From an optimization exercise on the open Yosys and OpenROAD flow, aimed at a short achievable clock period and few clock cycles; shortcuts taken in it are not production practice.
No functional check of the RTL was part of this run.
Power figures rest on the tool's default switching activity, not on a simulated workload.

**flow/run.sh**
```bash
#!/bin/bash
# synth_recipe.tcl (not shown) runs the flow's synth.tcl, then flattens the netlist and writes it again
# the make line also repeats each setting of config.mk as NAME=value (left out here)
make -C /OpenROAD-flow-scripts/flow DESIGN_CONFIG=/design/flow/config.mk WORK_HOME=/design/flow/orfs CLKGATE_MAP_FILE= SYNTH_SCRIPT=/design/flow/synth_recipe.tcl finish
```
**flow/config.mk**
```make
export PLATFORM = sky130hd
export DESIGN_NAME = risc_cpu
export DESIGN_NICKNAME = risc_cpu
export VERILOG_FILES = /design/flow/design.v
export SDC_FILE = /design/flow/constraint.sdc
export NUM_CORES = 4
export LEC_CHECK = 0
export ABC_CLOCK_PERIOD_IN_PS = 1500
export CAP_MARGIN = 20
export CORE_MARGIN = 2
export CORE_UTILIZATION = 40
export SETUP_SLACK_MARGIN = 3.5
export SLEW_MARGIN = 20
export TNS_END_PERCENT = 100
```
**flow/constraint.sdc**
```tcl
create_clock -name core_clock -period 5.0 [get_ports {clk}]
set_input_delay 1.0000 -clock core_clock [delete_from_list [all_inputs] [get_ports {clk}]]
set_output_delay 1.0000 -clock core_clock [all_outputs]
set_load 0.01 [all_outputs]
```
**flow/design.v**
```verilog
module risc_cpu (
	input 				clk    ,
	input 				rst    ,
	output wire 		rd     ,
	output wire 		wr     ,
	output wire 		halt   ,
	output wire [12:0] 	addr   ,
	input  wire [7:0] 	data_in ,
	output wire [7:0] 	data_out
);
	localparam [2:0] HLT = 3'b000, SKZ = 3'b001, ADD = 3'b010, ANDD = 3'b011,
	                 XORR = 3'b100, LDA = 3'b101, STO = 3'b110, JMP = 3'b111;
	localparam [1:0] M_FETCH = 2'd0, M_F1 = 2'd1, M_DATA = 2'd2;
	localparam integer NIDX = 5;                
	localparam integer NENT = 1 << NIDX;
	localparam integer TAGW = 13 - NIDX;        
	reg [1:0]  mode;
	reg [12:0] addr_r;
	reg [12:0] pc;         
	reg [2:0]  cur_op;     
	reg [7:0]  b0_r;
	reg [7:0]  acc;
	reg        rd_r, wr_r, halt_r;
	reg [NENT-1:0] c_val;
	reg [TAGW-1:0] c_tag [0:NENT-1];
	reg [7:0]      c_b0  [0:NENT-1];
	reg [7:0]      c_b1  [0:NENT-1];
	assign addr     = addr_r;
	assign rd       = rd_r;
	assign wr       = wr_r;
	assign halt     = halt_r;
	assign data_out = wr_r ? acc : 8'd0;
	wire            zero   = (acc == 8'd0);
	wire [NIDX-1:0] idx    = pc[NIDX:1];
	wire [TAGW-1:0] tag    = {pc[12:NIDX+1], pc[0]};
	wire            hit    = c_val[idx] && (c_tag[idx] == tag);
	wire [7:0]      h_b0   = c_b0[idx];
	wire [7:0]      h_b1   = c_b1[idx];
	wire [2:0]      h_op   = h_b0[7:5];
	wire [12:0]     h_a    = {h_b0[4:0], h_b1};
	wire [2:0]      in_op  = data_in[7:5];
	wire [12:0]     f1_a   = {b0_r[4:0], data_in};
	wire [2:0]      f1_op  = b0_r[7:5];
	wire [12:0]     pc_1   = pc + 13'd1;
	wire [12:0]     pc_2   = pc + 13'd2;
	wire [12:0]     pc_skz = pc + (zero ? 13'd4 : 13'd2);
	wire            d_read = (mode == M_DATA) && !wr_r;    
	reg [7:0] alu;
	always @(*) begin
		case (cur_op)
			ADD:     alu = acc + data_in;
			ANDD:    alu = acc & data_in;
			XORR:    alu = acc ^ data_in;
			default: alu = data_in;      
		endcase
	end
	wire c_we = (mode == M_F1) || ((mode == M_FETCH) && (in_op == SKZ));
	wire [7:0] c_wb0 = (mode == M_F1) ? b0_r : data_in;
	integer i;
	always @(posedge clk) begin
		if (rst) begin
			c_val <= {NENT{1'b0}};
		end else if (c_we && !halt_r) begin
			c_val[idx] <= 1'b1;
		end
	end
	always @(posedge clk) begin
		if (c_we && !halt_r) begin
			c_tag[idx] <= tag;
			c_b0[idx]  <= c_wb0;
			c_b1[idx]  <= data_in;
		end
	end
	always @(posedge clk) begin
		if (rst) begin
			mode   <= M_FETCH;
			addr_r <= 13'd0;
			pc     <= 13'd0;
			cur_op <= 3'd0;
			b0_r   <= 8'd0;
			acc    <= 8'd0;
			rd_r   <= 1'b1;
			wr_r   <= 1'b0;
			halt_r <= 1'b0;
		end else if (!halt_r) begin
			if (d_read) acc <= alu;
			rd_r <= 1'b1;
			wr_r <= 1'b0;
			if ((mode != M_F1) && hit) begin
				case (h_op)
					HLT: begin
						halt_r <= 1'b1;
						rd_r   <= 1'b0;
					end
					SKZ: begin
						mode <= M_FETCH;
						if (d_read) begin
							addr_r <= pc;
						end else begin
							addr_r <= pc_skz;
							pc     <= pc_skz;
						end
					end
					JMP: begin
						mode   <= M_FETCH;
						addr_r <= h_a;
						pc     <= h_a;
					end
					default: begin
						mode   <= M_DATA;
						addr_r <= h_a;
						pc     <= pc_2;
						cur_op <= h_op;
						if (h_op == STO) begin
							rd_r <= 1'b0;
							wr_r <= 1'b1;
						end
					end
				endcase
			end else if (mode == M_DATA) begin
				mode   <= M_FETCH;
				addr_r <= pc;
			end else if (mode == M_FETCH) begin
				case (in_op)
					HLT: begin
						halt_r <= 1'b1;
						rd_r   <= 1'b0;
					end
					SKZ: begin
						addr_r <= pc_skz;
						pc     <= pc_skz;
					end
					default: begin
						mode   <= M_F1;
						b0_r   <= data_in;
						addr_r <= pc_1;
					end
				endcase
			end else begin
				if (f1_op == JMP) begin
					mode   <= M_FETCH;
					addr_r <= f1_a;
					pc     <= f1_a;
				end else begin
					mode   <= M_DATA;
					addr_r <= f1_a;
					pc     <= pc_2;
					cur_op <= f1_op;
					if (f1_op == STO) begin
						rd_r <= 1'b0;
						wr_r <= 1'b1;
					end
				end
			end
		end
	end
endmodule
```
==> flow_metrics.tcl <==
set metrics [dict create \
    fin_skew_ps 31.3 \
    h-tree-depth 3 \
    fillerInstances 6548 \
    postRouteAntennaNets 0 \
    clk_pin_slew_ps 60 \
    antenna_found_initial 4 \
    place_congestion 0.932 \
    vias 24400 \
    track_usage_pct 27.4 \
    finalMaxSlewViolations 0 \
    vdd_drop_max_v 0.000242 \
    maxCapViolations 0 \
    gr-usage-met2_pct 41.0 \
    critPathRequiredTime_ps 5480 \
    synth.ff_latch_count 855 \
    yosysUniqueCellTypes 71 \
    reg2regPathDepth 14 \
    cellPowerDensity_nw_per_um2 389 \
    hold_start "addr_r[1]$_SDFFE_PP0P_" \
    start_util_pct 40.5 \
    cp-end-kind "flip-flop" \
    crit_top_cell "buf_12" \
    dp_hpwl_mm 61.5 \
    yosysSeqAreaShare_pct 69.0 \
    final_cell_mix "768 x edfxtp_1, 213 x mux4_2, 139 x buf_4, 123 x clkbuf_16, 116 x buf_12" \
    area_delta_synth_final_pct 37.1 \
    synth_flop_cell "edfxtp_1" \
    grt_use_met1_pct 37.9 \
    worst_hold_slack_ps 463 \
    met3_usage_pct 7.06 \
    finalSetupTns_ps 0 \
    slowest_stage "mux4_2" \
    first_pass_iters 7 \
    grt_first_pass_wirelength_mm 178 \
    drt_iter0_drc 3339 \
    cts_max_path_buffers 3 \
    synth_area_per_cell_um2 17.1 \
    syn_inst 2098 \
    setup-violations-final 0 \
    outcome "finished clean" \
    r2r-end "pc[4]$_SDFFE_PP0P_" \
    final-seq-area_um2 24900 \
    core_um2 88800 \
    fp.dieH_um 304 \
    grt_overflow 0 \
    post-route-min-period_ps 3570 \
    path_max_fanout 7 \
    slowest_delay_ps 520 \
    ff2ff_setup_slack_ps 1430 \
    synth_edf_count 768 \
    slew_headroom_pct 40.7 \
    yosysWarningCount 1 \
    drive_above_1_share_pct 43.3 \
    drt-total-wl_mm 139 \
    clock_latency_ps 660 \
    dieArea_um2 92300 \
    io_pins 34 \
    min_path_type "reg -> reg" \
    grt_pass1_vias 22700 \
    cp.arrival_ps 4040 \
    synthArstFlopShare_pct 0 \
    start_kind "flip-flop" \
    syn_nets 2126 \
    viasPerCell 6.40 \
    crit_type "reg -> reg" \
    cts_tree "yes" \
    clock-sinks 855 \
    multi_input_area_um2 12300 \
    final-hold-violation-count 0 \
    p_leak_nw 16.4 \
    final_nets 2593 \
    final_common_cell "edfxtp_1" \
    root_buffer "clkbuf_16" \
    period_share_pct 71.3 \
    busiest_layer "met2" \
    worstPathCellList "buf_12, buf_12, mux4_2, mux4_2, mux2i_4, buf_12, buf_4, nand2_8, a21oi_4, nor2_4, and3_4, buf_4, o221ai_2, a21oi_1" \
    cts_buffers 88 \
    die_w_um 304 \
    worst_slew_pin_slew_ps 889 \
    whs_path_depth 2 \
    drcViolationCount 0 \
    port_buffers 33 \
    grt_start_max_net_pins 70 \
    rows 109 \
    holdPathEnd "addr_r[1]$_SDFFE_PP0P_" \
    fmax_ghz 0.280 \
    syn_area_um2 35900 \
    routedWlPerCell_um 36.6 \
    rsz0062_at_grt "yes" \
]
-- through the flow --
step	setup slack (ps)	area [um2]	instances	util [%]	total power, mW
floorplan	1940	36800	2098	-	10.3
global placement	564	38700	3273	43.6	11.2
detailed placement	608	38700	3273	43.6	11.3
CTS	1540	47000	3687	52.9	18.6
global route	1380	49300	3804	55.5	19.6
finish	1430	49300	3805	55.5	19.2
-- worst max-delay path by stage --
stage / start / endpoint / slack (ps)
floorplan: flip-flop / cur_op[1]$_SDFFE_PP0P_ / 1940
global placement: flip-flop / flip-flop / 560
detailed placement: flip-flop / flip-flop / 610
CTS: flip-flop / addr_r[1]$_SDFFE_PP0P_ / 1540
global route: flip-flop / pc[4]$_SDFFE_PP0P_ / 1380
finish: flip-flop / pc[4]$_SDFFE_PP0P_ / 1430
-- routing by layer --
metal	up-vias	share of wire [%]
met5	-	0.032
met4	6	7.0
met3	425	14
met2	1835	43
met1	12600	36
li1	9488	-
-- cell type report --
| type | count | area share, % |
|---|---|---|
| sequential | 855 | 50.5 |
| multi-input combinational | 1111 | 25.0 |
| timing repair buffer | 495 | 15.8 |
| clock buffer | 112 | 4.71 |
| tap | 1165 | 2.96 |
| clock inverter | 51 | 0.929 |
| inverter | 14 | 0.129 |
| antenna | 2 | 0.0102 |
-- state kept, by name (all words and copies together), names as in the netlist, named ones only --
signal / count
c_val: 32
c_tag: 256
addr_r: 13
c_b1: 256
mode: 2
acc: 8
b0_r: 8
pc: 13
halt_r: 1
wr_r: 1
c_b0: 256
rd_r: 1
cur_op: 3
-- critical path: cells and delay by family (launching register included) --
kind            cells  cell delay [ps]
compound gates      3              550
flops               1              450
buf+inv             5              730
simple gates        3              430
mux                 3             1210
-- repair_timing --
action / 4_1_cts / 5_1_grt
gates resized for setup: 619 / 144
buffers inserted: 176 / 73
pin swaps: 76 / 51
hold buffers: 0 / 0
endpoints found under the setup margin: 1263 / 1165
gates cloned: 75 / 43
-- cell usage after synthesis, drive strengths merged, types with 12 or more instances --
master	n	area share (%)
ha	16	0.56
nor2b	14	0.24
mux4	213	13
nor2	152	1.6
a21oi	88	1.2
mux2i	73	2.0
a31oi	19	0.33
a211oi	16	0.33
inv	14	0.15
nand2b	13	0.23
xnor2	27	0.66
xor2	17	0.41
dfxtp	87	4.8
nor3	28	0.39
clkbuf	73	0.76
and2	12	0.21
nand2	87	0.93
edfxtp	768	64
o22ai	35	0.61
a221oi	13	0.33
mux2	29	0.92
o21ai	55	0.77
buf	68	1.1
nand3	29	0.40
-- logic make-up after synthesis --
family | synth area share, %
flip-flops | 69.0
AND/OR/NAND/NOR | 5.31
multiplexers | 16.3
AO/OA/AOI/OAI | 5.59
buffers and inverters | 2.05
XOR/XNOR | 1.07
adder cells (fa/ha/maj) | 0.668
-- where the power goes --
group	switching, mW	internal (mW)
registers	0.150	8.00
clock network	2.84	3.61
logic	2.49	2.09
total	5.48	13.7

-- what the ideal ports hide --
The flow's constraints put no driver on any port. The routed layout listed below was extracted and timed again, unchanged, in two steps. Step 1 (the two cells are an assumption about what drives the block):
set clk [get_ports {clk}]
set_driving_cell -lib_cell sky130_fd_sc_hd__clkbuf_16 $clk
set_driving_cell -lib_cell sky130_fd_sc_hd__buf_2 [delete_from_list [all_inputs] $clk]
Step 2 also shifts input and output timing later by t, the mid clock arrival at the registers, as if the neighbouring blocks saw the same clock. Three values: ideal ports, drivers, drivers and shift; two values: the first two.
t (ns): 0.716
slack for setup (ns): 1.434 / 1.434 / 1.434
hold WS [ns]: 0.463 / 0.463 / 0.463
cell pins on the clock port's net: 1
After both steps setup and hold are still met in this run. For this run, drivers alone change the setup slack by 0.000 ns; drivers and shift together by 0.000 ns.
